Context: an optimization exercise on an open-source flow, tuned for small area, a short achievable clock period and few clock cycles per item. The choices shown serve that exercise and are no tape-out recipe.
Only simulation tests tie the RTL to the original design; equivalence was not proved.

==> inputs of trial 40 <==
==> flow/design.v (excerpt) <==
module multiplier #(MANT_BITS=23, EXP_BITS=8)(
	input wire clk,
	input wire reset_n,
	input wire input_valid,
	input logic [EXP_BITS+MANT_BITS:0] in_a,
	input logic [EXP_BITS+MANT_BITS:0] in_b,
	output logic [EXP_BITS+MANT_BITS:0] data_out,
	output logic output_valid
);
localparam [1:0] IDLE = 2'd0, SHIFT = 2'd1, MUL = 2'd2;
logic [1:0] st;
logic [7:0] ea, eb;
logic za, zb;
logic [9:0] esum;               
logic slow;
assign ea = in_a[30:23];
assign eb = in_b[30:23];
assign za = (ea == 8'd0);
assign zb = (eb == 8'd0);
assign esum = {2'b0, ea | {7'b0, za}} + {2'b0, eb | {7'b0, zb}};
assign slow = (za & ~zb & (|in_a[22:0])) | (zb & ~za & (|in_b[22:0]));
logic [23:0] sh;                
logic        sh_a;              
logic [8:0]  e;                 
logic        s126_r;
wire shifting = (st == SHIFT) && !sh[23] && !e[8] && !s126_r;
always_ff @(posedge clk) begin
	if (st == IDLE) begin
		sh <= {1'b0, za ? in_a[22:0] : in_b[22:0]};
		sh_a <= za;
	end else if (shifting)
		sh <= sh << 1;
end
wire use_sh = (st == MUL);
wire [23:0] x = (use_sh && sh_a) ? sh : {~za, in_a[22:0]};
wire [23:0] y = (use_sh && !sh_a) ? sh : {~zb, in_b[22:0]};
	wire pp1 = x[0] & y[0];
	wire pp2 = x[0] & y[1];
	wire pp3 = x[0] & y[2];
	wire pp4 = x[0] & y[3];
	wire pp5 = x[0] & y[4];
	wire pp6 = x[0] & y[5];
	wire pp7 = x[0] & y[6];
	wire pp8 = x[0] & y[7];
	wire pp9 = x[0] & y[8];
	wire pp10 = x[0] & y[9];
	wire pp11 = x[0] & y[10];
	wire pp12 = x[0] & y[11];
	wire pp13 = x[0] & y[12];
	wire pp14 = x[0] & y[13];
	wire pp15 = x[0] & y[14];
	wire pp16 = x[0] & y[15];
	wire pp17 = x[0] & y[16];
	wire pp18 = x[0] & y[17];
	wire pp19 = x[0] & y[18];
	wire pp20 = x[0] & y[19];
  ...
clock: 8.0 ns
lec_check: 0
cap_margin: 20
core_margin: 2
core_utilization: 40
slew_margin: 20
run.sh (not shown) runs the stock make flow with config.mk's settings and CLKGATE_MAP_FILE= SYNTH_SCRIPT=/design/flow/synth_recipe.tcl, a recipe that flattens the netlist after the stock synthesis.
==> trial 68 (differences from trial 40) <==
--- a/flow/config.mk
+++ b/flow/config.mk
@@ -9,3 +9,4 @@
 export CORE_MARGIN = 2
 export CORE_UTILIZATION = 40
+export SETUP_SLACK_MARGIN = 1.0
 export SLEW_MARGIN = 20
==> trial 15 (differences from trial 40) <==
--- a/flow/config.mk
+++ b/flow/config.mk
@@ -9,3 +9,4 @@
 export CORE_MARGIN = 2
 export CORE_UTILIZATION = 40
+export SETUP_SLACK_MARGIN = 2.0
 export SLEW_MARGIN = 20
==> qor summary <==
| metric | trial 68 | trial 40 | trial 15 |
|---|---|---|---|
| Status | no timing/DRC/antenna violations | no timing/DRC/antenna violations | no timing/DRC/antenna violations |
| Biggest fanout along the worst timing path | 4 | 14 | 8 |
| Non-clock buffering overhead in the final layout | 0.0650 | 0.0636 | 0.124 |
| Total of plain and repair buffers excluding clock buffers | 167 | 165 | 342 |
| Wire length of the first global-routing pass | 116 mm | 116 mm | 118 mm |
| Number of logic stages on the critical path including buffering | 18 | 18 | 16 |
| DRT Pass-1 Iters | 5 | 6 | 6 |
| Register share of the cell area | 0.0909 | 0.0915 | 0.0819 |
| Tot GR Track Use | 0.288 | 0.288 | 0.290 |
| Met3 routing resource usage after global routing | 0.0661 | 0.0661 | 0.0698 |
| Area growth from synthesis to layout | 11.7% | 10.9% | 24.0% |
| End-of-flow core utilization | 0.452 | 0.449 | 0.502 |
| WL final | 75.3 mm | 75.3 mm | 76.2 mm |
| RSZ-0062 raised after global routing | true | false | true |
| Multi-input combinational cell count | 1734 | 1734 | 1736 |
| Delay contributed by the slowest stage of the critical path | 0.58 ns | 0.57 ns | 0.55 ns |
Testbench counts of trial 40, summed over its fixed seeds: cycles 3,200, items 3,200.
Testbench counts of trial 68, summed over its fixed seeds: cycles 3,200, items 3,200.
Testbench counts of trial 15, summed over its fixed seeds: cycles 3,200, items 3,200.

---

==> inputs of job 5459 <==
Another version of the RTL of multiplier (not shown whole).
export LEC_CHECK = 0
export CAP_MARGIN = 20
export CORE_MARGIN = 2
export CORE_UTILIZATION = 40
export SETUP_SLACK_MARGIN = 2.0
export SLEW_MARGIN = 20
export SYNTH_HIERARCHICAL = 1
create_clock -name core_clock -period 8.0 [get_ports {clk}]
standard.sh (not shown) runs the stock make flow with config.mk's settings and CLKGATE_MAP_FILE= SYNTH_SCRIPT=/design/flow/synth_recipe.tcl, a recipe that flattens the netlist after the stock synthesis.
==> flow/flow/run.sh <==
#!/bin/bash
set -euo pipefail
export BUFFER_PORTS_ARGS="-buffer_cell sky130_fd_sc_hd__buf_4"
bash standard.sh > standard.log 2>&1
==> job 4252: changes against job 5459 <==
--- a/flow/config.mk
+++ b/flow/config.mk
@@ -7,7 +7,7 @@
 export LEC_CHECK = 0
 export CAP_MARGIN = 20
 export CORE_MARGIN = 2
-export CORE_UTILIZATION = 40
+export CORE_UTILIZATION = 65
 export SETUP_SLACK_MARGIN = 2.0
 export SLEW_MARGIN = 20
 export SYNTH_HIERARCHICAL = 1
==> qor summary <==
Run status: job 5459 no timing/DRC/antenna violations; job 4252 no timing/DRC/antenna violations
CP arrival: job 5459 6150 ps; job 4252 6090 ps
Starting density of the core: job 5459 40.61%; job 4252 65.77%
Final std cells w/o fill: job 5459 2612; job 4252 2382
Setup bufs post-CTS: job 5459 6; job 4252 0
Data required, critical path: job 5459 8270 ps; job 4252 8250 ps
GRT met3 Usage: job 5459 7.752%; job 4252 12.54%
Final HPWL from detailed placement: job 5459 46230 um; job 4252 43760 um
Global-route met2 utilization: job 5459 40.55%; job 4252 61.44%
Tightest slew margin relative to the limit: job 5459 31.68%; job 4252 20.75%
Via count of the routed design: job 5459 15320; job 4252 15750
Testbench counts of job 5459, summed over its fixed seeds: cycles 3,200, items 3,200.
Testbench counts of job 4252, summed over its fixed seeds: cycles 3,200, items 3,200.

==> static timing again, ports no longer ideal <==
The flow's constraints put no driver on any port. The routed layouts listed below were extracted and timed again, unchanged, in two steps.
Step 1 sets driving cells, clkbuf_16 on the clock port and buf_2 on the other inputs (assumed; they add their load-dependent delay and slew).
Step 2, shift: input delay + t, output delay - t, t = (earliest + latest rising clock arrival at the registers) / 2. This alone moves slack from input paths to output paths.
Three values: ideal ports, drivers, drivers and shift; two values: the first two.
| run | t (ns) | slack for setup (ns) | clock arrival spread, ns | worst register clock-pin slew, ns | worst data-port slew with drivers (ns) |
|---|---|---|---|---|---|
| trial 40 | 0.422 | 0.807 / 0.815 / 0.393 | 0.024 / 0.024 | 0.08 / 0.08 | 0.07 |
| trial 68 | 0.421 | 1.094 / 1.117 / 0.696 | 0.024 / 0.025 | 0.08 / 0.08 | 0.07 |
| trial 15 | 0.459 | 1.933 / 1.966 / 1.507 | 0.022 / 0.022 | 0.09 / 0.09 | 0.05 |
| job 5459 | 0.445 | 2.120 / 2.150 / 1.706 | 0.025 / 0.025 | 0.09 / 0.09 | 0.08 |
| job 4252 | 0.436 | 2.165 / 2.195 / 1.760 | 0.018 / 0.018 | 0.09 / 0.09 | 0.04 |
After both steps setup and hold are still met in every run listed. For trial 15, which loses most, drivers alone change the setup slack by +0.033 ns; drivers and shift together by -0.426 ns.
